Background: an optimization exercise with open tools, aiming at small area, a short achievable clock period and few clock cycles per item. Do not read the settings as production practice. No functional check of the RTL was part of any run shown here. No activity file was given, so power comes from the tool's default toggle rates.

## flow/config.mk

```make
export PLATFORM = sky130hd
export DESIGN_NAME = hft
export DESIGN_NICKNAME = hft
export VERILOG_FILES = /design/flow/design.v
export SDC_FILE = /design/flow/constraint.sdc
export NUM_CORES = 4
export LEC_CHECK = 0
export CAP_MARGIN = 20
export CORE_MARGIN = 2
export CORE_UTILIZATION = 55
export SETUP_SLACK_MARGIN = 4.8
export SLEW_MARGIN = 20
```

## flow/constraint.sdc

```tcl
create_clock -name core_clock -period 8.0 [get_ports {s_aclk}]
set_input_delay 1.6000 -clock core_clock [delete_from_list [all_inputs] [get_ports {s_aclk}]]
set_output_delay 1.6000 -clock core_clock [all_outputs]
set_load 0.01 [all_outputs]
```

## flow/design.v

```verilog
module hft_div #(
    parameter SW = 30
)(
    input  wire          clk,
    input  wire          rst_n,
    input  wire          en,
    input  wire          in_v,
    input  wire [31:0]   num,
    input  wire [26:0]   den,
    input  wire [SW-1:0] side_in,
    output wire          out_v,
    output wire [6:0]    quotient,
    output wire [SW-1:0] side_out
);
    reg [27:0]   r  [0:6];    
    reg [26:0]   d  [0:6];
    reg [6:0]    nq [0:6];    
    reg [SW-1:0] sd [0:6];
    reg [6:0]    v;
    integer k;
    reg [27:0] ri;
    reg [26:0] di;
    reg [6:0]  ni;
    reg [28:0] t;
    always @(posedge clk) begin
        if (!rst_n)  v <= 0;
        else if (en) v <= {v[5:0], in_v};
    end
    always @(posedge clk) begin
        if (en) begin
            for (k = 0; k < 7; k = k + 1) begin
                if (k == 0) begin
                    ri = {3'b0, num[31:7]};
                    di = den;
                    ni = num[6:0];
                    sd[0] <= side_in;
                end else begin
                    ri = r[k-1];
                    di = d[k-1];
                    ni = nq[k-1];
                    sd[k] <= sd[k-1];
                end
                if (ri[27]) t = {ri, ni[6]} + {2'b0, di};
                else        t = {ri, ni[6]} - {2'b0, di};
                r[k]  <= t[27:0];
                nq[k] <= {ni[5:0], ~t[28]};
                d[k]  <= di;
            end
        end
    end
    assign out_v    = v[6];
    assign quotient = nq[6];
    assign side_out = sd[6];
endmodule
module hft #(
    parameter N_SHORT = 12,
    parameter N_LONG  = 26,
    parameter N_RSI = 14
)(
    input  wire        s_aclk,
    input  wire        s_aresetn,
    input  wire        s_axis_tvalid,
    input  wire        m_axis_tready,
    input  wire        s_axis_tlast,
    input  wire [31:0] s_axis_tdata,
    output wire        s_axis_tready,
    output wire        m_axis_tvalid,
    output wire        m_axis_tlast,
    output wire [31:0] m_axis_macd_tdata,
    output wire [31:0] m_axis_rsi_tdata
);
    integer i;
    reg        ov, kv, rdy;
    reg [27:0] o_macd, k_macd;
    reg [6:0]  o_rsi, k_rsi;
    reg        o_last, k_last;
    wire adv = ~kv;
    assign s_axis_tready = rdy;      
    reg        v0, t0;
    reg [31:0] x0;
    always @(posedge s_aclk) begin
        if (!s_aresetn) v0 <= 0;
        else if (adv)   v0 <= s_axis_tvalid;
        if (adv) begin
            x0 <= s_axis_tdata;
            t0 <= s_axis_tlast;
        end
    end
    reg [31:0] w [0:N_LONG-1];
    reg [4:0]  cnt;                  
    reg        f1, f12, f14, f26;    
    reg        v1, t1, pnz1;
    reg [32:0] d1, e12, e26, so1;
    reg [32:0] sl [0:N_RSI-1];
    wire [31:0] prev  = f1  ? w[0]  : 32'd0;
    wire [31:0] old12 = f12 ? w[N_SHORT-1] : 32'd0;
    wire [31:0] old26 = f26 ? w[N_LONG-1]  : 32'd0;
    wire        go1   = adv & v0;
    wire [4:0]  cnt_n = (cnt == 5'd26) ? cnt : cnt + 5'd1;
    always @(posedge s_aclk) begin
        if (go1) begin
            w[0] <= x0;
            for (i = 1; i < N_LONG; i = i + 1) w[i] <= w[i-1];
        end
        if (adv) begin
            d1   <= {1'b0, x0} - {1'b0, prev};
            e12  <= {1'b0, x0} - {1'b0, old12};
            e26  <= {1'b0, x0} - {1'b0, old26};
            pnz1 <= |prev;
            so1  <= f14 ? (v1 ? sl[N_RSI-2] : sl[N_RSI-1]) : 33'd0;
            t1   <= t0;
        end
    end
    always @(posedge s_aclk) begin
        if (!s_aresetn) begin
            cnt <= 0; f1 <= 0; f12 <= 0; f14 <= 0; f26 <= 0; v1 <= 0;
        end else begin
            if (adv) v1 <= v0;
            if (go1) begin
                cnt <= cnt_n;
                f1  <= 1'b1;
                f12 <= cnt_n >= 5'd12;
                f14 <= cnt_n >= 5'd14;
                f26 <= cnt_n >= 5'd26;
            end
        end
    end
    reg [35:0] s12;
    reg [36:0] s26;
    reg        v2, t2, pnz2;
    reg [32:0] gd2, ld2;
    wire        go2  = adv & v1;
    wire [32:0] g_new = d1[32]  ? 33'd0 : {1'b0, d1[31:0]};
    wire [32:0] g_old = so1[32] ? 33'd0 : {1'b0, so1[31:0]};
    wire [32:0] m_new = d1[32]  ? d1  : 33'd0;    
    wire [32:0] m_old = so1[32] ? so1 : 33'd0;
    always @(posedge s_aclk) begin
        if (go2) begin
            sl[0] <= pnz1 ? d1 : so1;
            for (i = 1; i < N_RSI; i = i + 1) sl[i] <= sl[i-1];
        end
        if (adv) begin
            gd2 <= g_new - g_old;       
            pnz2 <= pnz1;
            ld2 <= m_old - m_new;       
            t2  <= t1;
        end
    end
    always @(posedge s_aclk) begin
        if (!s_aresetn) begin
            s12 <= 0; s26 <= 0; v2 <= 0;
        end else begin
            if (adv) v2 <= v1;
            if (go2) begin
                s12 <= s12 + {{3{e12[32]}}, e12};
                s26 <= s26 + {{4{e26[32]}}, e26};
            end
        end
    end
    reg [35:0] gs, ls;
    reg [36:0] p3, q3;
    reg        v3, t3;
    wire       go3 = adv & v2 & pnz2;
    always @(posedge s_aclk) begin
        if (!s_aresetn) begin
            gs <= 0; ls <= 0; v3 <= 0;
        end else begin
            if (adv) v3 <= v2;
            if (go3) begin
                gs <= gs + {{3{gd2[32]}}, gd2};
                ls <= ls + {{3{ld2[32]}}, ld2};
            end
        end
        if (adv) begin
            p3 <= {1'b0, s12} + ({1'b0, s12} << 2);
            q3 <= s26 + (s26 << 1);
            t3 <= t2;
        end
    end
    reg        v4, t4;
    reg [25:0] ag4, al4;
    reg [26:0] ah4, bh4;
    wire [35:0] ag_full = (gs << 6) + (gs << 3) + gs;    
    wire [35:0] al_full = (ls << 6) + (ls << 3) + ls;
    wire [36:0] a_full  = p3 + (p3 << 4);                
    wire [36:0] b_full  = q3 + (q3 << 2) + (q3 << 3);    
    always @(posedge s_aclk) begin
        if (!s_aresetn) v4 <= 0;
        else if (adv)   v4 <= v3;
        if (adv) begin
            ag4 <= ag_full[35:10];
            al4 <= al_full[35:10];
            ah4 <= a_full[36:10];
            bh4 <= b_full[36:10];
            t4  <= t3;
        end
    end
    reg        v5, t5, lz5;
    reg [31:0] num5;
    reg [26:0] den5;
    reg [27:0] macd5;
    wire [31:0] ag4w = {6'd0, ag4};
    wire [31:0] num_full = (ag4w << 6) + (ag4w << 5) + (ag4w << 2);
    always @(posedge s_aclk) begin
        if (!s_aresetn) v5 <= 0;
        else if (adv)   v5 <= v4;
        if (adv) begin
            num5  <= num_full;
            den5  <= {1'b0, ag4} + {1'b0, al4};
            lz5   <= ~|al4;
            macd5 <= {1'b0, ah4} - {1'b0, bh4};
            t5    <= t4;
        end
    end
    wire        vq;
    wire [6:0]  q;
    wire [29:0] side;
    hft_div #(.SW(30)) u_div (
        .clk      (s_aclk),
        .rst_n    (s_aresetn),
        .en       (adv),
        .in_v     (v5),
        .num      (num5),
        .den      (den5),
        .side_in  ({lz5, t5, macd5}),
        .out_v    (vq),
        .quotient (q),
        .side_out (side)
    );
    wire [6:0]  rsi_n  = side[29] ? 7'd100 : q;
    wire [27:0] macd_n = side[27:0];
    wire        last_n = side[28];
    wire push   = adv & vq;
    wire o_load = ~ov | m_axis_tready;
    always @(posedge s_aclk) begin
        if (!s_aresetn) begin
            ov <= 0; kv <= 0; rdy <= 1'b1;
        end else begin
            if (o_load) begin
                ov  <= kv | push;
                kv  <= 1'b0;
                rdy <= 1'b1;
            end else if (push) begin
                kv  <= 1'b1;
                rdy <= 1'b0;
            end
        end
        if (o_load) begin
            o_macd <= kv ? k_macd : macd_n;
            o_rsi  <= kv ? k_rsi  : rsi_n;
            o_last <= kv ? k_last : last_n;
        end
        if (adv) begin
            k_macd <= macd_n;
            k_rsi  <= rsi_n;
            k_last <= last_n;
        end
    end
    assign m_axis_tvalid     = ov;
    assign m_axis_tlast      = o_last;
    assign m_axis_macd_tdata = {{4{o_macd[27]}}, o_macd};
    assign m_axis_rsi_tdata  = {25'd0, o_rsi};
endmodule
```

## flow/run.sh

```bash
#!/bin/bash
# synth_recipe.tcl (not shown) runs the flow's synth.tcl, then flattens the netlist and writes it again
# the make line also repeats each setting of config.mk as NAME=value (left out here)
make -C /OpenROAD-flow-scripts/flow DESIGN_CONFIG=/design/flow/config.mk WORK_HOME=/design/flow/orfs CLKGATE_MAP_FILE= SYNTH_SCRIPT=/design/flow/synth_recipe.tcl finish
```

==> results.json, run 1 <==
{
  "layout-drive-gt1-share": 0.207,
  "tritoncts": "done",
  "dp.final_hpwl_mm": 179,
  "rr_endpoint": "u_div.r[5][25]",
  "layout_worst_path_cycle_share": 0.526,
  "layout-area-overhead-vs-synth_pct": 20.3,
  "drt_first_iter_violations": 4759,
  "worstRegToRegCells": 18,
  "leakage_power_total_nw": 57.7,
  "die_area_um2": 225000,
  "utilization": 0.666,
  "fp.dieW_um": 475,
  "start_kind": "flip-flop",
  "ys_async_sr_fraction": 0,
  "fin_ws_ns": 3.79,
  "critPathCapture": "u_div.r[5][25]",
  "drtPass1Iterations": 7,
  "outcome": "timing/DRC/antenna clean",
  "initial_standard_cell_utilization_of_the_core": 0.554,
  "path_clk_slew_ns": 0.06,
  "report.final.slew_viol_count": 0,
  "report.power.total_mw": 52.7,
  "layout.filler_cells": 15800,
  "synth_top_cell_by_area": "edfxtp_1",
  "reg2reg_setup_slack_ns": 3.79,
  "setup_repair_after_global_routing_missed_its_margin": "true",
  "non_filler_cell_area_final_um2": 146000,
  "num-nets-final": 10900,
  "synth-warning-count": 8,
  "design.portCount": 104,
  "number_of_buffers_and_inverters_on_the_critical_path": 1,
  "power.combinational.fraction": 0.376,
  "layout_common_cells": "edfxtp_1 (2411), ha_1 (695), a21oi_1 (559), nand2_1 (553), nor2_1 (478)",
  "finClkSkew_ns": 0.0946,
  "sequentialPowerShare": 0.381,
  "grt_antenna_before_repair": 7,
  "synth_top_area_frac": 0.595,
  "number_of_failing_setup_endpoints_in_the_final_timing_report": 0,
  "critical_path.endpoint_type": "flip-flop",
  "arrival_ns": 4.83,
  "ys_seq_area_frac": 0.628,
  "fin_setup_tns_ns": 0,
  "syn-mean-instance-area_um2": 13.5,
  "globalRouteTotalUtil": 0.234,
  "period_minus_slack_ns": 4.21,
  "io_buffers": 78,
  "hold_violations": 0,
  "worst_r2r_startpoint": "u_div.d[4][4]",
  "tightestPinTransition_ns": 1.05,
  "grt_max_degree": 187,
  "synthTopCellsByArea": "edfxtp_1 (59%), ha_1 (8.2%), dfxtp_1 (3.4%), xnor2_1 (3.3%), a21oi_1 (3.0%)",
  "synth-edff-count": 2411,
  "core_area_um2": 220000,
  "maximum_capacitance_violations": 0,
  "route.detailed.drc": 0,
  "synthCells": 9034,
  "slowest_delay_ns": 0.39,
  "placementRows": 172,
  "final_antenna_net_count": 0,
  "clk_path_buf_depth": 4,
  "synthesis.area_um2": 122000,
  "pwr_density_cell_nw_per_um2": 360,
  "number_of_stages_on_the_worst_setup_path": 18,
  "timing.slew.headroom": 0.300,
  "ys_ff_latch": 2617,
  "critical_path.startpoint": "u_div.d[4][4]",
  "worstSetupPathType": "reg -> reg",
  "critical_path.top_delay_family": "compound AO/OA/AOI/OAI gates",
  "routed-via-count": 73800,
  "detail_route.vias_per_cell": 5.64,
  "finalWeightedCongestion": 0.884,
  "power.switching_mw": 17.1,
  "count_of_clock_tree_sinks": 2617,
  "chipHeight_um": 475,
  "clock_power_share": 0.243,
  "finalWirelength_mm": 270,
  "wire_length_of_the_first_global_routing_pass_mm": 410,
  "sw_ratio": 0.325,
  "cts-htree-levels": 5,
  "post-place-ws_ns": 2.99,
  "first_global_vias": 73200,
  "worst_path_fanout_max": 4,
  "postPlaceCellArea_um2": 126000,
  "worst-endpoint-required_ns": 8.63,
  "hold_class": "reg -> reg",
  "wl_per_cell_um": 20.7,
  "path_common_cell": "a211o_1",
  "max_freq_ghz": 0.238,
  "critical_path_cell_by_cell": "nor3_2 -> nand2_1 -> or3_4 -> buf_4 -> nor4_4 -> a21oi_1 -> xor2_1 -> ha_1 -> a211o_1 -> a211o_1 -> a221oi_2 -> nand2b_4 -> a21oi_4 -> o41ai_4 -> a2bb2oi_2 -> nand2b_1 -> a21oi_2 -> xnor2_1",
  "cts_buffers": 290,
  "most_common_cell_after_layout_fill_and_taps_aside": "edfxtp_1",
  "max-vdd-ir-drop_mv": 0.215,
  "global_route.overflow_total": 0,
  "clk-insertion-delay-late_ns": 0.96,
  "intPower_mw": 35.6,
  "synth_cell_type_count": 90,
  "ys.flop_type": "edfxtp_1",
  "worst_path_max_delay_cell": "edfxtp_1",
  "cts.root.buffer_cell": "clkbuf_16"
}
[per-layer routing]
metal | up-vias | wire length, um | GRT usage
li1 | 35500 | - | -
met1 | 36300 | 115000 | 0.303
met2 | 1510 | 135000 | 0.405
met3 | 569 | 10400 | 0.0303
met4 | 2 | 10200 | 0.0850
met5 | - | 13 | 0
[synthesized netlist by cell type (all sizes together) (21+ instances only)]
cell,n
o21ai,341
a211o,21
o211ai,47
clkbuf,112
nand4,67
o21a,110
a211oi,70
buf,54
and3,68
nand2b,129
a21o,266
nand3,140
a31oi,75
nor2b,174
o21bai,89
nor3,144
inv,362
or3,42
o31ai,27
and2,81
a21oi,726
dfxtp,206
nor2,530
ha,795
edfxtp,2411
a21boi,21
xor2,290
mux2i,50
fa,133
mux2,68
nand2,587
xnor2,461
nor4,51
[layout make-up]
class	count	area, um2	share of cell area
clock buffers	368	7820	0.0534
repair buffers	726	6700	0.0458
repair inverters	2	21.3	0.000145
clock inverters	132	1290	0.00881
well taps	2958	3700	0.0253
inverters	364	1410	0.00963
flip-flops and latches	2617	76700	0.524
diodes	5	12.5	0.0000854
multi-input cells	5911	48800	0.333
[worst reg2reg max path: cells and delay by family, from the launching register on]
family	cells	cell delay [ns]
XOR/XNOR	2	0.23
flip-flops	1	0.39
AND/OR/NAND/NOR	6	1.13
buffers and inverters	1	0.16
AO/OA/AOI/OAI	8	1.68
adder cells (fa/ha/maj)	1	0.38
[worst min-delay path by stage]
stage / from / depth (start not counted) / slack, ns / to
5_1_grt: w[10][5] / 0 / 0.34 / w[11][5]
3_5_place_dp: sl[9][10] / 0 / 0.40 / sl[10][10]
3_3_place_gp: w[24][30] / 0 / 0.40 / w[25][30]
2_1_floorplan: sl[9][0] / 0 / 0.40 / sl[10][0]
4_1_cts: w[10][11] / 0 / 0.34 / w[11][11]
6_report: w[20][7] / 0 / 0.34 / w[21][7]
[logic make-up after synthesis]
group | share of synthesized area
flops | 0.628
simple gates | 0.0833
compound gates | 0.103
fa+ha+maj | 0.104
xor+xnor | 0.0540
buf+inv | 0.0173
mux | 0.0104
other cells | 0.0000308
[flip-flops by register name, summed over array words and instances (netlist names), 30 cells and up]
register / flops
sl: 462
u_div.d: 162
so1: 33
w: 832
num5: 30
s26: 37
e12: 33
u_div.r: 167
d1: 33
x0: 32
u_div.nq: 38
e26: 33
s12: 36
ld2: 33
p3: 37
ls: 36
gs: 36
gd2: 33
u_div.sd: 210
q3: 37
[power by group through the flow]
stage	clock network, mW	registers, mW	logic [mW]
6_report	12.8	20.1	19.8
3_5_place_dp	0	20.3	14.9
2_1_floorplan	0	19.8	11.6
4_1_cts	13.1	20.1	17.5
5_1_grt	13.6	20.3	21.8
3_3_place_gp	0	20.3	14.7
[what timing repair did]
item | in CTS | in global routing
setup buffers | 366 | 207
hold buffers | 0 | 0
cloned | 10 | 4
setup endpoints to repair | 1961 | 781
resized for setup | 978 | 605
pin swaps | 469 | 482
[per-stage QoR]
| stage | hold WS [ns] | instances |
|---|---|---|
| 2_1_floorplan | 0.400 | 9058 |
| 3_3_place_gp | 0.400 | 12000 |
| 3_5_place_dp | 0.405 | 12000 |
| 4_1_cts | 0.340 | 12900 |
| 5_1_grt | 0.342 | 13100 |
| 6_report | 0.342 | 13100 |
==> run 2: changes to the inputs <==
--- a/flow/design.v
+++ b/flow/design.v
@@ -12,14 +12,13 @@
     output wire [6:0]    quotient,
     output wire [SW-1:0] side_out
 );
-    reg [27:0]   r  [0:6];    
+    reg [26:0]   r  [0:6];
     reg [26:0]   d  [0:6];
     reg [6:0]    nq [0:6];    
     reg [SW-1:0] sd [0:6];
     reg [6:0]    v;
     integer k;
-    reg [27:0] ri;
-    reg [26:0] di;
+    reg [26:0] ri, di;
     reg [6:0]  ni;
     reg [28:0] t;
     always @(posedge clk) begin
@@ -30,7 +29,7 @@
         if (en) begin
             for (k = 0; k < 7; k = k + 1) begin
                 if (k == 0) begin
-                    ri = {3'b0, num[31:7]};
+                    ri = {2'b0, num[31:7]};
                     di = den;
                     ni = num[6:0];
                     sd[0] <= side_in;
@@ -40,9 +39,8 @@
                     ni = nq[k-1];
                     sd[k] <= sd[k-1];
                 end
-                if (ri[27]) t = {ri, ni[6]} + {2'b0, di};
-                else        t = {ri, ni[6]} - {2'b0, di};
-                r[k]  <= t[27:0];
+                t = {1'b0, ri, ni[6]} - {2'b0, di};
+                r[k]  <= t[28] ? {ri[25:0], ni[6]} : t[26:0];
                 nq[k] <= {ni[5:0], ~t[28]};
                 d[k]  <= di;
             end
==> run 2 against run 1 <==
Net effect: still clean; critical path depth decreased by 3; non-clock buffer count decreased by 16; power decreased by 6.9%; first-iteration DRC count increased by 7.5%; sequential power decreased by 2%; synthesized area decreased by 1.1%; via count decreased by 3.4%; largest cell class unchanged.
==> results.json, run 2 <==
{
  "synthesis.area_um2": 120000,
  "layout-drive-gt1-share": 0.219,
  "critical_path.endpoint_type": "flip-flop",
  "initial_standard_cell_utilization_of_the_core": 0.554,
  "max-vdd-ir-drop_mv": 0.263,
  "clock_power_share": 0.259,
  "report.power.total_mw": 49.1,
  "synthCells": 8871,
  "number_of_failing_setup_endpoints_in_the_final_timing_report": 0,
  "drtPass1Iterations": 6,
  "fp.dieW_um": 472,
  "finalWeightedCongestion": 0.888,
  "worst_path_fanout_max": 5,
  "drt_first_iter_violations": 5116,
  "critical_path_cell_by_cell": "buf_6 -> buf_12 -> nor2b_2 -> ha_4 -> a21o_1 -> a211oi_2 -> nor2_2 -> a2bb2o_4 -> a311o_1 -> o31a_1 -> a41o_1 -> o21bai_2 -> a21boi_2 -> o41a_1 -> xor2_1",
  "sw_ratio": 0.307,
  "hold_violations": 0,
  "report.final.slew_viol_count": 0,
  "die_area_um2": 223000,
  "synth_top_area_frac": 0.600,
  "reg2reg_setup_slack_ns": 4.19,
  "cts-htree-levels": 5,
  "path_clk_slew_ns": 0.06,
  "placementRows": 171,
  "period_minus_slack_ns": 3.81,
  "ys_async_sr_fraction": 0,
  "most_common_cell_after_layout_fill_and_taps_aside": "edfxtp_1",
  "synth-edff-count": 2406,
  "finalWirelength_mm": 246,
  "worstSetupPathType": "reg -> reg",
  "slowest_delay_ns": 0.39,
  "synth-warning-count": 8,
  "hold_class": "reg -> reg",
  "io_buffers": 78,
  "grt_antenna_before_repair": 7,
  "leakage_power_total_nw": 57.3,
  "finClkSkew_ns": 0.0957,
  "fin_ws_ns": 4.19,
  "layout_worst_path_cycle_share": 0.476,
  "num-nets-final": 10700,
  "grt_max_degree": 203,
  "count_of_clock_tree_sinks": 2612,
  "ys_ff_latch": 2612,
  "layout_common_cells": "edfxtp_1 (2406), ha_1 (638), nand2_1 (514), a21oi_1 (433), buf_4 (405)",
  "clk_path_buf_depth": 4,
  "global_route.overflow_total": 0,
  "ys.flop_type": "edfxtp_1",
  "worst_path_max_delay_cell": "edfxtp_1",
  "layout-area-overhead-vs-synth_pct": 21.4,
  "cts.root.buffer_cell": "clkbuf_16",
  "largest_registers": "w x832, sl x462, u_div.sd x210",
  "power.combinational.fraction": 0.342,
  "final_antenna_net_count": 0,
  "chipHeight_um": 472,
  "design.portCount": 104,
  "power.switching_mw": 15.1,
  "wl_per_cell_um": 19.3,
  "first_global_vias": 70500,
  "synth_common_cells": "edfxtp_1 (2406), ha_1 (769), nand2_1 (597), a21oi_1 (593), o21ai_0 (474)",
  "post-place-ws_ns": 3.28,
  "synthTopCellsByArea": "edfxtp_1 (60%), ha_1 (8.0%), dfxtp_1 (3.4%), xnor2_1 (2.7%), a21oi_1 (2.5%)",
  "detail_route.vias_per_cell": 5.58,
  "pwr_density_cell_nw_per_um2": 336,
  "dp.final_hpwl_mm": 155,
  "arrival_ns": 4.42,
  "globalRouteTotalUtil": 0.213,
  "yosysMostFrequentCell": "edfxtp_1",
  "start_kind": "flip-flop",
  "route.detailed.drc": 0,
  "maximum_capacitance_violations": 0,
  "sequentialPowerShare": 0.399,
  "ys_seq_area_frac": 0.634,
  "wire_length_of_the_first_global_routing_pass_mm": 377,
  "utilization": 0.672,
  "most_flops_register": "w",
  "tightestPinTransition_ns": 0.952,
  "max_freq_ghz": 0.262,
  "core_area_um2": 217000,
  "timing.slew.headroom": 0.365,
  "routed-via-count": 71300,
  "max_ffs_per_register": 832,
  "tritoncts": "done",
  "outcome": "timing/DRC/antenna clean",
  "intPower_mw": 34.0,
  "syn-mean-instance-area_um2": 13.6,
  "cts_buffers": 292,
  "layout.filler_cells": 15000,
  "synth_top_cell_by_area": "edfxtp_1",
  "setup_repair_after_global_routing_missed_its_margin": "true",
  "clk-insertion-delay-late_ns": 0.94,
  "synth_cell_type_count": 97,
  "worst-endpoint-required_ns": 8.61
}
[run 2: worst max-delay path: cells and delay by family, from the launching register on]
kind / cells / cell delay [ns]
xor+xnor: 1 / 0.15
compound gates: 9 / 2.13
flops: 1 / 0.39
fa+ha+maj: 1 / 0.24
simple gates: 2 / 0.26
buf+inv: 2 / 0.33
[run 2: cells by family (layout without fill, tap and decap cells)]
logic type | Yosys count | after routing | share of synthesized area
adder cells (fa/ha/maj) | 902 | 902 | 0.102
multiplexers | 136 | 136 | 0.0122
XOR/XNOR | 607 | 607 | 0.0442
other | 1 | 27 | 0.0000311
AO/OA/AOI/OAI | 2013 | 2013 | 0.106
AND/OR/NAND/NOR | 1984 | 1984 | 0.0808
flip-flops | 2612 | 2612 | 0.634
buffers and inverters | 616 | 1642 | 0.0201
[run 2: final timing paths]
path	from	to	cells past startpoint
max	d1[32]	gd2[31]	15
min	w[3][5]	w[4][5]	0
max reg2reg	d1[32]	gd2[31]	15
min reg2reg	w[3][5]	w[4][5]	0
[run 2: cell type report]
cell class | instances | area [um2] | area share
flip-flops and latches | 2612 | 76600 | 0.524
multi-input cells | 5668 | 47700 | 0.326
clock buffers | 376 | 7870 | 0.0539
repair buffers | 710 | 7540 | 0.0516
well taps | 2854 | 3570 | 0.0244
inverters | 430 | 1680 | 0.0115
clock inverters | 123 | 1230 | 0.00839
repair inverters | 3 | 26.3 | 0.000180
diodes | 1 | 2.50 | 0.0000171
[run 2: routing by layer]
metal | wire length, um | track usage | vias to the layer above
li1 | - | - | 34700
met3 | 9560 | 0.0295 | 516
met4 | 9300 | 0.0808 | 2
met5 | 9 | 0 | -
met1 | 112000 | 0.294 | 34600
met2 | 116000 | 0.345 | 1431
[run 2: per-stage QoR]
stage                     hold WS [ns]  instances  area, um2  TNS [ns]
after floorplan                  0.400       8896     121000  -6586.20
after global placement           0.400      11700     125000         0
after detailed placement         0.405      11700     125000         0
after CTS                        0.390      12600     142000         0
after global routing             0.397      12800     146000         0
final                            0.388      12800     146000         0
[run 2: what timing repair did]
action / CTS / global route
resized for setup: 1176 / 647
buffers inserted: 361 / 178
cloned: 42 / 6
hold buffers: 0 / 0
setup endpoints to repair: 1312 / 948
pin swaps: 389 / 367
[run 2: power groups by stage]
stage	sequential [mW]	combinational (mW)	clock, mW
after global placement	19.6	11.2	0
after floorplan	19.2	9.10	0
after CTS	19.5	15.0	13.1
after detailed placement	19.7	11.5	0
final	19.6	16.8	12.7
after global routing	19.8	18.3	13.6
==> run 3: changes to the inputs <==
--- a/flow/config.mk
+++ b/flow/config.mk
@@ -8,5 +8,8 @@
 export CAP_MARGIN = 20
 export CORE_MARGIN = 2
 export CORE_UTILIZATION = 55
+export CTS_BUF_LIST = sky130_fd_sc_hd__clkbuf_8 sky130_fd_sc_hd__clkbuf_16
+export CTS_CLUSTER_DIAMETER = 80
+export CTS_CLUSTER_SIZE = 30
 export SETUP_SLACK_MARGIN = 4.8
 export SLEW_MARGIN = 20
==> run 3 against run 2 <==
Net effect: still clean on timing, DRC and antenna; clock skew is 0.040 ns lower; worst setup slack gained 0.039 ns; sequential share of layout area rose by 1.8 points; utilization is 2.3 points lower; combinational power fell by 2%; fmax up 1.0%; register-to-register slack better by 0.04 ns; non-clock buffer count decreased by 10; critical endpoint is now bh4[26]; largest cell class unchanged.
==> results.json, run 3 <==
{
  "first_global_vias": 68800,
  "report.final.slew_viol_count": 0,
  "fp.dieW_um": 472,
  "most_common_cell_after_layout_fill_and_taps_aside": "edfxtp_1",
  "slowest_delay_ns": 0.61,
  "synth_top_cell_by_area": "edfxtp_1",
  "synthCells": 8871,
  "number_of_buffers_and_inverters_on_the_critical_path": 0,
  "drtPass1Iterations": 6,
  "globalRouteTotalUtil": 0.209,
  "die_area_um2": 223000,
  "cts.root.buffer_cell": "clkbuf_16",
  "grt_antenna_before_repair": 4,
  "utilization": 0.649,
  "cts_buffers": 142,
  "synth-edff-count": 2406,
  "period_minus_slack_ns": 3.77,
  "start_kind": "flip-flop",
  "intPower_mw": 29.9,
  "route.detailed.drc": 0,
  "placementRows": 171,
  "critical_path.endpoint_type": "flip-flop",
  "postPlaceCellArea_um2": 125000,
  "synth-warning-count": 8,
  "syn-mean-instance-area_um2": 13.6,
  "power.combinational.fraction": 0.370,
  "max_freq_ghz": 0.265,
  "dp.final_hpwl_mm": 155,
  "count_of_clock_tree_sinks": 2612,
  "non_filler_cell_area_final_um2": 141000,
  "layout_worst_path_cycle_share": 0.472,
  "stdcell_count": 12500,
  "cts-htree-levels": 4,
  "ys_async_sr_fraction": 0,
  "outcome": "timing/DRC/antenna clean",
  "max-vdd-ir-drop_mv": 0.237,
  "worstSetupPathType": "reg -> reg",
  "hold_violations": 0,
  "cts_hold_repair.buffers": 0,
  "largest_registers": "w x832, sl x462, u_div.sd x210",
  "design.portCount": 104,
  "finClkSkew_ns": 0.0561,
  "critical_path.top_delay_family": "compound AO/OA/AOI/OAI gates",
  "wl_per_cell_um": 19.2,
  "dp.cells": 11700,
  "finalWirelength_mm": 240,
  "fin_setup_tns_ns": 0,
  "worst_path_max_delay_cell": "fa_1",
  "tritoncts": "done",
  "routed-via-count": 70400,
  "global_route.overflow_total": 0,
  "clk-insertion-delay-late_ns": 0.84,
  "ys.flop_type": "edfxtp_1",
  "synth_cell_type_count": 97,
  "synth_top_area_frac": 0.600,
  "sequentialPowerShare": 0.441,
  "timing.slew.headroom": 0.345,
  "layout-drive-gt1-share": 0.198,
  "clock_power_share": 0.189,
  "number_of_failing_setup_endpoints_in_the_final_timing_report": 0,
  "critical_path_cell_by_cell": "fa_1 -> ha_4 -> and3_4 -> a221o_1 -> a221oi_2 -> o211ai_1 -> o31ai_4 -> o21ai_2 -> or2_4 -> a21o_1 -> a21oi_2 -> xnor2_1",
  "max_ffs_per_register": 832,
  "hold_class": "reg -> reg",
  "wire_length_of_the_first_global_routing_pass_mm": 370,
  "finalWeightedCongestion": 0.888,
  "sw_ratio": 0.324,
  "pwr_density_cell_nw_per_um2": 313,
  "layout.filler_cells": 15400,
  "worst_path_fanout_max": 3,
  "yosysMostFrequentCell": "edfxtp_1",
  "tightestPinTransition_ns": 0.982,
  "synthTopCellsByArea": "edfxtp_1 (60%), ha_1 (8.0%), dfxtp_1 (3.4%), xnor2_1 (2.7%), a21oi_1 (2.5%)",
  "leakage_power_total_nw": 55.1,
  "core_area_um2": 217000,
  "io_buffers": 78,
  "ys_ff_latch": 2612,
  "num-nets-final": 10500,
  "arrival_ns": 4.35,
  "setup_repair_after_global_routing_missed_its_margin": "true",
  "chipHeight_um": 472,
  "synth_common_cells": "edfxtp_1 (2406), ha_1 (769), nand2_1 (597), a21oi_1 (593), o21ai_0 (474)",
  "final_antenna_net_count": 0,
  "layout-area-overhead-vs-synth_pct": 17.3,
  "clk_path_buf_depth": 3,
  "worst-endpoint-required_ns": 8.58,
  "detail_route.vias_per_cell": 5.63,
  "power.switching_mw": 14.3,
  "layout_common_cells": "edfxtp_1 (2406), ha_1 (651), nand2_1 (525), a21oi_1 (465), buf_4 (409)",
  "synthesis.area_um2": 120000,
  "most_flops_register": "w",
  "initial_standard_cell_utilization_of_the_core": 0.554,
  "ys_seq_area_frac": 0.634,
  "maximum_capacitance_violations": 0,
  "grt_max_degree": 203,
  "drt_first_iter_violations": 5327,
  "path_clk_slew_ns": 0.11
}
[run 3: cell types whose count changed in the layout (fill, tap and decap cells not counted), moves of 14 or more]
cell | before | now
a21oi_2 | 146 | 113
clkbuf_16 | 302 | 154
bufinv_16 | 21 | 3
clkinv_2 | 37 | 6
a21oi_1 | 433 | 465
clkinv_1 | 35 | 5
clkbuf_1 | 66 | 0
inv_1 | 391 | 405
nor2_4 | 51 | 37
clkdlybuf4s15_1 | 26 | 1
dlygate4sd2_1 | 0 | 36
[run 3: timing repair]
| action | 4_1_cts | 5_1_grt |
|---|---|---|
| gates resized for setup | 1020 | 658 |
| gates cloned | 36 | 6 |
| setup buffers | 370 | 165 |
| pin swaps | 371 | 390 |
| setup endpoints to repair | 1312 | 1022 |
[run 3: layout make-up]
type | instances | area, um2 | area share
inverter | 430 | 1680 | 0.0119
sequential | 2612 | 76600 | 0.542
multi-input combinational | 5668 | 47200 | 0.334
timing repair buffer | 700 | 7250 | 0.0514
clock buffer | 151 | 3760 | 0.0266
timing repair inverter | 3 | 26.3 | 0.000186
antenna | 1 | 2.50 | 0.0000177
tap | 2854 | 3570 | 0.0253
clock inverter | 90 | 1110 | 0.00788
[run 3: worst paths after layout]
path / from / end / slack [ns] / cells past startpoint
setup reg to reg: q3[11] / bh4[26] / 4.23 / 12
setup / recovery: q3[11] / bh4[26] / 4.23 / 12
hold reg to reg: w[23][1] / w[24][1] / 0.40 / 0
hold / removal: w[23][1] / w[24][1] / 0.40 / 0
[run 3: stage by stage]
step	total power [mW]	hold WS (ns)	setup WS, ns
6_report	44.2	0.397	4.23
5_1_grt	46.7	0.396	4.12
4_1_cts	42.6	0.405	4.20
3_5_place_dp	31.2	0.405	3.28
3_3_place_gp	30.8	0.400	3.35
2_1_floorplan	28.3	0.400	-7.86
[run 3: cells by family (layout without fill, tap and decap cells)]
group | Yosys count | in the layout | share of synthesized area
other cells | 1 | 27 | 0.0000311
xor+xnor | 607 | 607 | 0.0442
buf+inv | 616 | 1374 | 0.0201
flops | 2612 | 2612 | 0.634
compound gates | 2013 | 2013 | 0.106
mux | 136 | 136 | 0.0122
fa+ha+maj | 902 | 902 | 0.102
simple gates | 1984 | 1984 | 0.0808
[run 3: power by group through the flow]
stage          Combinational (mW)  Sequential (mW)  Clock, mW
3_5_place_dp                 11.5             19.7          0
5_1_grt                      17.9             19.7       9.06
2_1_floorplan                9.10             19.2          0
4_1_cts                      14.6             19.4       8.62
6_report                     16.4             19.5       8.34
3_3_place_gp                 11.2             19.6          0
[run 3: metal layers]
layer	part of all wire	track usage	up-vias
met4	0.033	0.0709	0
met3	0.030	0.0213	410
li1	-	-	34300
met2	0.47	0.343	1238
met5	0	0	-
met1	0.46	0.293	34500
==> run 4: changes to the inputs <==
--- a/flow/design.v
+++ b/flow/design.v
@@ -87,9 +87,8 @@
     reg [31:0] w [0:N_LONG-1];
     reg [4:0]  cnt;                  
     reg        f1, f12, f14, f26;    
-    reg        v1, t1, pnz1;
-    reg [32:0] d1, e12, e26, so1;
-    reg [32:0] sl [0:N_RSI-1];
+    reg        v1, t1, pnz1, sv1;
+    reg [32:0] d1, e12, e26;
     wire [31:0] prev  = f1  ? w[0]  : 32'd0;
     wire [31:0] old12 = f12 ? w[N_SHORT-1] : 32'd0;
     wire [31:0] old26 = f26 ? w[N_LONG-1]  : 32'd0;
@@ -105,7 +104,7 @@
             e12  <= {1'b0, x0} - {1'b0, old12};
             e26  <= {1'b0, x0} - {1'b0, old26};
             pnz1 <= |prev;
-            so1  <= f14 ? (v1 ? sl[N_RSI-2] : sl[N_RSI-1]) : 33'd0;
+            sv1  <= f14;
             t1   <= t0;
         end
     end
@@ -123,23 +122,24 @@
             end
         end
     end
+    reg [32:0] sl [0:N_RSI-1];
     reg [35:0] s12;
     reg [36:0] s26;
-    reg        v2, t2, pnz2;
+    reg        v2, t2;
     reg [32:0] gd2, ld2;
+    wire [32:0] sold = sv1 ? sl[N_RSI-1] : 33'd0;
     wire        go2  = adv & v1;
-    wire [32:0] g_new = d1[32]  ? 33'd0 : {1'b0, d1[31:0]};
-    wire [32:0] g_old = so1[32] ? 33'd0 : {1'b0, so1[31:0]};
-    wire [32:0] m_new = d1[32]  ? d1  : 33'd0;    
-    wire [32:0] m_old = so1[32] ? so1 : 33'd0;
+    wire [32:0] g_new = (pnz1 & ~d1[32])   ? {1'b0, d1[31:0]}   : 33'd0;
+    wire [32:0] g_old = (pnz1 & ~sold[32]) ? {1'b0, sold[31:0]} : 33'd0;
+    wire [32:0] m_new = (pnz1 & d1[32])    ? d1   : 33'd0;    
+    wire [32:0] m_old = (pnz1 & sold[32])  ? sold : 33'd0;
     always @(posedge s_aclk) begin
         if (go2) begin
-            sl[0] <= pnz1 ? d1 : so1;
+            sl[0] <= pnz1 ? d1 : sold;
             for (i = 1; i < N_RSI; i = i + 1) sl[i] <= sl[i-1];
         end
         if (adv) begin
             gd2 <= g_new - g_old;       
-            pnz2 <= pnz1;
             ld2 <= m_old - m_new;       
             t2  <= t1;
         end
@@ -158,7 +158,7 @@
     reg [35:0] gs, ls;
     reg [36:0] p3, q3;
     reg        v3, t3;
-    wire       go3 = adv & v2 & pnz2;
+    wire       go3 = adv & v2;
     always @(posedge s_aclk) begin
         if (!s_aresetn) begin
             gs <= 0; ls <= 0; v3 <= 0;
--- a/flow/config.mk
+++ b/flow/config.mk
@@ -8,8 +8,5 @@
 export CAP_MARGIN = 20
 export CORE_MARGIN = 2
 export CORE_UTILIZATION = 55
-export CTS_BUF_LIST = sky130_fd_sc_hd__clkbuf_8 sky130_fd_sc_hd__clkbuf_16
-export CTS_CLUSTER_DIAMETER = 80
-export CTS_CLUSTER_SIZE = 30
 export SETUP_SLACK_MARGIN = 4.8
 export SLEW_MARGIN = 20
==> run 4 against run 3 <==
Net effect: critical path depth grew 4; power up 12%; via count decreased by 0.29%; critical path type unchanged; clock power up about 50%; count of clock-buffer cells in the layout rose by 219; combinational power increased by 7%; cell count up 0.39%; worst setup slack got worse by 0.16 ns.
==> results.json, run 4 <==
{
  "maximum_capacitance_violations": 0,
  "synth_top_cell_by_area": "edfxtp_1",
  "fp.dieW_um": 468,
  "chipHeight_um": 468,
  "initial_standard_cell_utilization_of_the_core": 0.553,
  "tritoncts": "done",
  "ys_seq_area_frac": 0.636,
  "number_of_failing_setup_endpoints_in_the_final_timing_report": 0,
  "global_route.overflow_total": 0,
  "leakage_power_total_nw": 56.2,
  "cts_hold_repair.buffers": 0,
  "design.portCount": 104,
  "hold_violations": 0,
  "syn-mean-instance-area_um2": 13.6,
  "first_global_vias": 69400,
  "grt_max_degree": 193,
  "die_area_um2": 219000,
  "synthSimpleGateAreaFrac": 0.0749,
  "max_ffs_per_register": 832,
  "worst_r2r_startpoint": "pnz1",
  "largest_registers": "w x832, sl x462, u_div.sd x210",
  "synth-adder-area-share": 0.104,
  "synth_top_area_frac": 0.601,
  "final_antenna_net_count": 0,
  "cts-htree-levels": 5,
  "synth_common_cells": "edfxtp_1 (2373), ha_1 (769), a21oi_1 (689), nand2_1 (649), nor2_1 (473)",
  "dp.final_hpwl_mm": 154,
  "synth_compound_gate_area_share": 0.113,
  "max-vdd-ir-drop_mv": 0.243,
  "fin_ws_ns": 4.06,
  "core_area_um2": 214000,
  "wire_length_of_the_first_global_routing_pass_mm": 372,
  "period_minus_slack_ns": 3.94,
  "clk-insertion-delay-late_ns": 0.96,
  "cts.root.buffer_cell": "clkbuf_16",
  "finalWirelength_mm": 243,
  "finClkSkew_ns": 0.0889,
  "synthCells": 8753,
  "report.power.total_mw": 49.7,
  "synthTopCellsByArea": "edfxtp_1 (60%), ha_1 (8.1%), dfxtp_1 (3.5%), a21oi_1 (2.9%), xnor2_1 (2.9%)",
  "synthesis.area_um2": 119000,
  "ys.flop_type": "edfxtp_1",
  "placementRows": 170,
  "detail_route.vias_per_cell": 5.59,
  "count_of_clock_tree_sinks": 2579,
  "io_buffers": 78,
  "hold_class": "reg -> reg",
  "most_common_cell_after_layout_fill_and_taps_aside": "edfxtp_1",
  "ys_async_sr_fraction": 0,
  "synth-edff-count": 2373,
  "post-place-ws_ns": 3.00,
  "num-nets-final": 10500,
  "layout_common_cells": "edfxtp_1 (2373), ha_1 (680), nand2_1 (581), a21oi_1 (532), inv_1 (411)",
  "setup_repair_after_global_routing_missed_its_margin": "true",
  "pwr_density_cell_nw_per_um2": 349,
  "timing.slew.headroom": 0.237,
  "max_freq_ghz": 0.254,
  "arrival_ns": 4.57,
  "route.detailed.drc": 0,
  "clk_path_buf_depth": 4,
  "muxShareOfSynthArea": 0.00811,
  "worstSetupPathType": "reg -> reg",
  "worst_path_fanout_max": 8,
  "layout-area-overhead-vs-synth_pct": 20.0,
  "routed-via-count": 70200,
  "report.final.slew_viol_count": 0,
  "area.sequential_um2": 75500,
  "critical_path.startpoint": "pnz1",
  "finalWeightedCongestion": 0.891,
  "layout.filler_cells": 15200,
  "path_clk_slew_ns": 0.07,
  "critical_path.endpoint_type": "flip-flop",
  "grt_antenna_before_repair": 8,
  "layout_worst_path_cycle_share": 0.492,
  "multiInputGateArea_um2": 46200,
  "tightestPinTransition_ns": 1.14,
  "wl_per_cell_um": 19.4,
  "synth-warning-count": 8,
  "worst-endpoint-required_ns": 8.63,
  "drt_first_iter_violations": 4522,
  "post_synth_xor_area_fraction": 0.0439,
  "drtPass1Iterations": 6,
  "synth_top_family_by_area": "compound AO/OA/AOI/OAI gates",
  "layout-drive-gt1-share": 0.199,
  "synth_cell_type_count": 103,
  "globalRouteTotalUtil": 0.215,
  "outcome": "timing/DRC/antenna clean",
  "fin_setup_tns_ns": 0,
  "most_flops_register": "w",
  "start_kind": "flip-flop",
  "ys_ff_latch": 2579,
  "hold_path.startpoint": "sl[11][18]",
  "cts_buffers": 286,
  "yosysMostFrequentCell": "edfxtp_1"
}
[run 4: logic make-up (layout without fill, tap and decap cells)]
family | after synthesis | count (layout)
adders and majority gates | 902 | 902
xor gates and xnor gates | 595 | 595
AOI/OAI and AO/OA | 2079 | 2086
and+or+nand+nor | 1887 | 1888
other | 1 | 30
muxes | 86 | 86
buffers and inverters | 624 | 1554
DFF | 2579 | 2579
[run 4: timing repair]
item	CTS	global route
pin swaps	335	390
endpoints found under the setup margin	1223	1193
hold endpoints to repair	0	0
gates cloned	37	11
setup buffers	286	165
resized for setup	938	617
[run 4: final timing paths]
kind | to | slack [ns] | cells after the start
max | ld2[32] | 4.06 | 16
min | sl[12][18] | 0.38 | 0
max reg2reg | ld2[32] | 4.06 | 16
min reg2reg | sl[12][18] | 0.38 | 0
[run 4: cell type report]
cell class,count,share of cell area
Timing Repair inverter,1,0.0000351
Timing Repair Buffer,617,0.0457
Inverter,443,0.0119
Antenna cell,4,0.0000703
Multi-Input combinational cell,5583,0.324
Clock inverter,123,0.00850
Sequential cell,2579,0.530
Tap cell,2838,0.0249
Clock buffer,370,0.0541
[run 4: where the power goes]
part	switching [mW]	internal [mW]	leakage (nW)
logic	9.08	8.49	26.2
clock network	5.01	7.50	4.36
registers	1.40	18.2	25.6
total	15.5	34.2	56.2
[run 4: critical path: stages, from the launching register on]
cell and delay, ns:
edfxtp_1 0.42, buf_12 0.17, and3_4 0.16, buf_12 0.14, buf_8 0.14, and2_1 0.16
ha_2 0.35, a21o_1 0.22, a211oi_2 0.28, a21oi_2 0.11, a41oi_2 0.28, o31ai_2 0.13
or4b_4 0.53, a31oi_4 0.24, o221ai_2 0.12, a21oi_2 0.14, xnor2_1 0.07
[run 4: metal layers]
metal	global-route usage	wire length, um	part of all wire	up-vias
met3	0.0275	8660	0.036	518
li1	-	-	-	34200
met4	0.0819	9190	0.038	0
met2	0.359	117000	0.48	1397
met5	0	0	0	-
met1	0.288	109000	0.45	34100
[run 4: stage by stage]
step,cell area [um2],hold WS (ns),utilization,instances
6_report,142000,0.377,0.664,12600
5_1_grt,142000,0.376,0.664,12600
3_3_place_gp,123000,0.400,0.572,11600
4_1_cts,138000,0.366,0.645,12400
3_5_place_dp,123000,0.405,0.572,11600
2_1_floorplan,119000,0.400,-,8778

-- afterwards: timing with drivers on the ports --
The results above use ideal ports. As a check the final layouts listed here were re-extracted and re-timed, cells and wires unchanged.
Step 1 sets driving cells, clkbuf_16 on the clock port and buf_2 on the other inputs (assumed; they add their load-dependent delay and slew).
Step 2, shift: input delay + t, output delay - t, t = (earliest + latest rising clock arrival at the registers) / 2. This alone moves slack from input paths to output paths.
Slacks: ideal ports / drivers / drivers and shift; pairs: ideal ports / drivers.
| run | shift t [ns] | setup WS [ns] | worst register clock-pin slew, ns |
|---|---|---|---|
| run 1 | 0.996 | 3.792 / 3.792 / 3.792 | 0.07 / 0.07 |
| run 2 | 0.982 | 4.188 / 4.188 / 4.188 | 0.07 / 0.07 |
| run 3 | 0.905 | 4.227 / 4.227 / 4.227 | 0.11 / 0.11 |
| run 4 | 0.989 | 4.064 / 4.064 / 3.991 | 0.07 / 0.07 |
After both steps every run listed still meets setup and hold. For run 4, which loses most, drivers alone change the setup slack by 0.000 ns; drivers and shift together by -0.073 ns.
